Source: an optimization exercise on an open RTL-to-GDS flow (aim: small area). Production flows keep margins and buffers that such runs may drop.
Function was checked by simulation only, so behaviour that the tests miss may differ from the original.
No activity file was given, so power comes from the tool's default toggle rates.

## FreqMod
module FreqMod(
    input signed [17:0] audio_in,
    input ready,
    input clock,
    input reset,
    input [9:0] controls,
    output wire signed [17:0] audio_out,
    output reg [7:0] freq1,
    output reg [7:0] freq2,
    output reg [7:0] freq3,
    output reg [7:0] freq4,
    output reg [7:0] freq5,
    output reg [7:0] freq6,
    output reg [7:0] freq7,
    output reg [4:0] weight1,
    output reg [4:0] weight2,
    output reg [4:0] weight3,
    output reg [4:0] weight4,
    output reg [4:0] weight5,
    output reg [4:0] weight6,
    output reg [4:0] weight7
    );
Settings: LEC_CHECK=0, ABC_AREA=1, CAP_MARGIN=0, CORE_MARGIN=2, CORE_UTILIZATION=40, SLEW_MARGIN=0; clock period 20.0 ns.
standard.sh (not shown) runs the stock make flow with config.mk's settings and CLKGATE_MAP_FILE= SYNTH_SCRIPT=/design/flow/synth_recipe.tcl, a recipe that flattens the netlist after the stock synthesis.
==> flow/flow/run.sh <==
#!/bin/bash
# The standard layout (standard.sh) with three changes:
#  - synthesis maps logic with an area-oriented ABC script (flow/abc_area.script,
#    used in place of ORFS's scripts/abc_area.script; every other script is ORFS's own);
#  - the input and output port buffers use the smallest buffer cell (buf_1);
#  - clock tree synthesis uses clkbuf_8, clusters up to 16 sinks, inserts no dummy loads.
set -euo pipefail
here=$(pwd)
rm -rf "$here/orfs_scripts"
cp -r "$FLOW_HOME/scripts" "$here/orfs_scripts"
cp "$here/flow/abc_area.script" "$here/orfs_scripts/abc_area.script"
export SCRIPTS_DIR="$here/orfs_scripts"
export BUFFER_PORTS_ARGS="-buffer_cell sky130_fd_sc_hd__buf_1"
export CTS_ARGS="-sink_clustering_enable -repair_clock_nets -sink_clustering_size 14 -sink_clustering_max_diameter 80 -dont_use_dummy_load -buf_list sky130_fd_sc_hd__clkbuf_8"
bash standard.sh > standard.log 2>&1
==> flow/flow/abc_area.script <==
strash
dc2
dch -f
map -a
strash
dch -f
amap
topo
dnsize -c
The starting point completed with no timing, DRC or antenna violations.
Edit:
--- a/flow/flow/run.sh
+++ b/flow/flow/run.sh
@@ -12,4 +12,4 @@
 export SCRIPTS_DIR="$here/orfs_scripts"
 export BUFFER_PORTS_ARGS="-buffer_cell sky130_fd_sc_hd__buf_1"
-export CTS_ARGS="-sink_clustering_enable -repair_clock_nets -sink_clustering_size 14 -sink_clustering_max_diameter 80 -dont_use_dummy_load -buf_list sky130_fd_sc_hd__clkbuf_8"
+export CTS_ARGS="-sink_clustering_enable -repair_clock_nets -sink_clustering_size 16 -sink_clustering_max_diameter 100 -dont_use_dummy_load -buf_list sky130_fd_sc_hd__clkbuf_8"
 bash standard.sh > standard.log 2>&1
- CORE_UTILIZATION: 40 -> 60
- GPL_ROUTABILITY_DRIVEN: default -> 0
- GPL_TIMING_DRIVEN: default -> 0
Result: The changed run finished clean. Synthesized cell count stays the same. Flip-flop and latch count stays the same. Area after synthesis is unchanged. Power drops by 2.5%. Sequential power barely changes. Count of clock-buffer cells in the layout drops by 9.
Edit:
- CORE_UTILIZATION: 60 -> 40
- GPL_ROUTABILITY_DRIVEN: 0 -> default
- GPL_TIMING_DRIVEN: 0 -> default
What happened: The new run passed the timing, DRC and antenna checks. Worst setup slack improves by 0.63 ns. Total power increases slightly. Synthesized cell count stays the same. Core utilization decreases by 22 points. Cell area increases slightly. Count of clock-buffer cells in the layout increases by 1. Clock skew increases by 0.018 ns. Die area increases by well over a third. Routed wire length increases by roughly a tenth. Critical path depth decreases by 1.

---

## job 101
FreqMod, a different RTL version from the one above (not shown whole).
For scale: ~140 I/O pins.
export LEC_CHECK = 0
export ABC_AREA = 1
export CAP_MARGIN = 0
export CORE_MARGIN = 2
export CORE_UTILIZATION = 40
export SLEW_MARGIN = 0
create_clock -name core_clock -period 20.0 [get_ports {clock}]
==> flow/flow/run.sh <==
#!/bin/bash
# The standard layout (standard.sh), except that the input and output port
# buffers use the smallest buffer cell (buf_1) instead of the default choice, and
# clock tree synthesis inserts no dummy loads.
set -euo pipefail
export BUFFER_PORTS_ARGS="-buffer_cell sky130_fd_sc_hd__buf_1"
export CTS_ARGS="-sink_clustering_enable -repair_clock_nets -sink_clustering_size 28 -sink_clustering_max_diameter 100 -dont_use_dummy_load"
bash standard.sh > standard.log 2>&1
Input changes introduced in job 102 (baseline for comparison: job 101):
- a change of CAP_MARGIN from 0 to 20
- a change of SLEW_MARGIN from 0 to 20
==> comparison <==
- Having completed the whole flow, job 101 delivered a layout that passed the timing, DRC and antenna checks.
- Every stage of the flow completed for job 102, and the final layout passed the timing, DRC and antenna checks.
- Taking job 101 as the reference, in job 102 post-layout worst setup margin lower, final setup skew held steady.
- Sequential share of cell area across job 101 and job 102: no real change.
- Total length of routed met3 wires in job 102 vs job 101: down about 1.6%
- Final area: job 102 vs job 101, no meaningful difference
- Re number of cells traversed by the worst register-to-register path: no difference whatsoever between job 101 and job 102.
- Job 101 → job 102: worst slack at placement held; fraction of standard cell area in multi-input logic roughly the same.

---

RTL: one of the versions met above, not the one the previous note started from.
For scale: about 1,800 cells after synthesis, about 750 flip-flops, about 140 I/O pins.
==> flow/config.mk <==
export PLATFORM = sky130hd
export DESIGN_NAME = FreqMod
export DESIGN_NICKNAME = FreqMod
export VERILOG_FILES = /design/flow/design.v
export SDC_FILE = /design/flow/constraint.sdc
export NUM_CORES = 4
export LEC_CHECK = 0
export ABC_AREA = 1
export CAP_MARGIN = 0
export CORE_MARGIN = 2
export CORE_UTILIZATION = 40
export SLEW_MARGIN = 0
==> flow/constraint.sdc <==
create_clock -name core_clock -period 20.0 [get_ports {clock}]
set_input_delay 4.0000 -clock core_clock [delete_from_list [all_inputs] [get_ports {clock}]]
set_output_delay 4.0000 -clock core_clock [all_outputs]
set_load 0.01 [all_outputs]
==> flow/flow/run.sh <==
#!/bin/bash
# The standard layout (standard.sh) with three changes:
#  - synthesis maps logic with an area-oriented ABC script (flow/abc_area.script,
#    used in place of ORFS's scripts/abc_area.script; every other script is ORFS's own);
#  - the input and output port buffers use the smallest buffer cell (buf_1);
#  - clock tree synthesis uses clkbuf_8, clusters up to 16 sinks, inserts no dummy loads.
set -euo pipefail
here=$(pwd)
rm -rf "$here/orfs_scripts"
cp -r "$FLOW_HOME/scripts" "$here/orfs_scripts"
cp "$here/flow/abc_area.script" "$here/orfs_scripts/abc_area.script"
export SCRIPTS_DIR="$here/orfs_scripts"
export BUFFER_PORTS_ARGS="-buffer_cell sky130_fd_sc_hd__buf_1"
export CTS_ARGS="-sink_clustering_enable -repair_clock_nets -sink_clustering_size 18 -sink_clustering_max_diameter 100 -dont_use_dummy_load -buf_list sky130_fd_sc_hd__clkbuf_8"
bash standard.sh > standard.log 2>&1
Scripts as last shown in full above: flow/flow/abc_area.script
The baseline finished with timing, DRC and antenna clean.
Change:
--- a/flow/flow/run.sh
+++ b/flow/flow/run.sh
@@ -13,3 +13,3 @@
 export BUFFER_PORTS_ARGS="-buffer_cell sky130_fd_sc_hd__buf_1"
-export CTS_ARGS="-sink_clustering_enable -repair_clock_nets -sink_clustering_size 18 -sink_clustering_max_diameter 100 -dont_use_dummy_load -buf_list sky130_fd_sc_hd__clkbuf_8"
+export CTS_ARGS="-sink_clustering_enable -repair_clock_nets -sink_clustering_size 16 -sink_clustering_max_diameter 100 -dont_use_dummy_load -buf_list sky130_fd_sc_hd__clkbuf_8"
 bash standard.sh > standard.log 2>&1
CORE_UTILIZATION = 70   (was 40)
The new run completed without violations.
Setup slack loses 410 ps.
Power went up by about 2%.
Clock-buffer cell count went up by 4.

==> separate check: timing with driven ports <==
Ports are ideal in the flow. The routed layouts listed here were re-timed in OpenROAD.
Step 1 sets driving cells, clkbuf_16 on the clock port and buf_2 on the other inputs (assumed; they add their load-dependent delay and slew).
Step 2 times the ports against the registers' clock, not the clock port: input delays grow and output delays shrink by t, the midpoint of the rising clock arrivals with the driver on.
Three values: ideal, step 1, step 2; two values: the first two.
| run | t (ns) | setup slack, ns | worst slew at a driven data input, ns |
|---|---|---|---|
| the first run of note 1 | 0.708 | 1.450 / 1.483 / 0.775 | 0.04 |
| the second run of note 1 | 0.684 | 0.799 / 0.830 / 0.146 | 0.07 |
| the third run of note 1 | 0.693 | 1.431 / 1.465 / 0.772 | 0.03 |
| job 101 | 0.659 | 1.880 / 1.910 / 1.251 | 0.06 |
| job 102 | 0.659 | 1.827 / 1.858 / 1.199 | 0.06 |
| the first run of note 3 | 0.686 | 1.392 / 1.430 / 0.744 | 0.04 |
| the second run of note 3 | 0.646 | 0.980 / 1.010 / 0.364 | 0.07 |
After both steps every run listed still meets setup and hold. For the first run of note 1, which loses most, drivers alone change the setup slack by +0.033 ns; drivers and shift together by -0.675 ns.
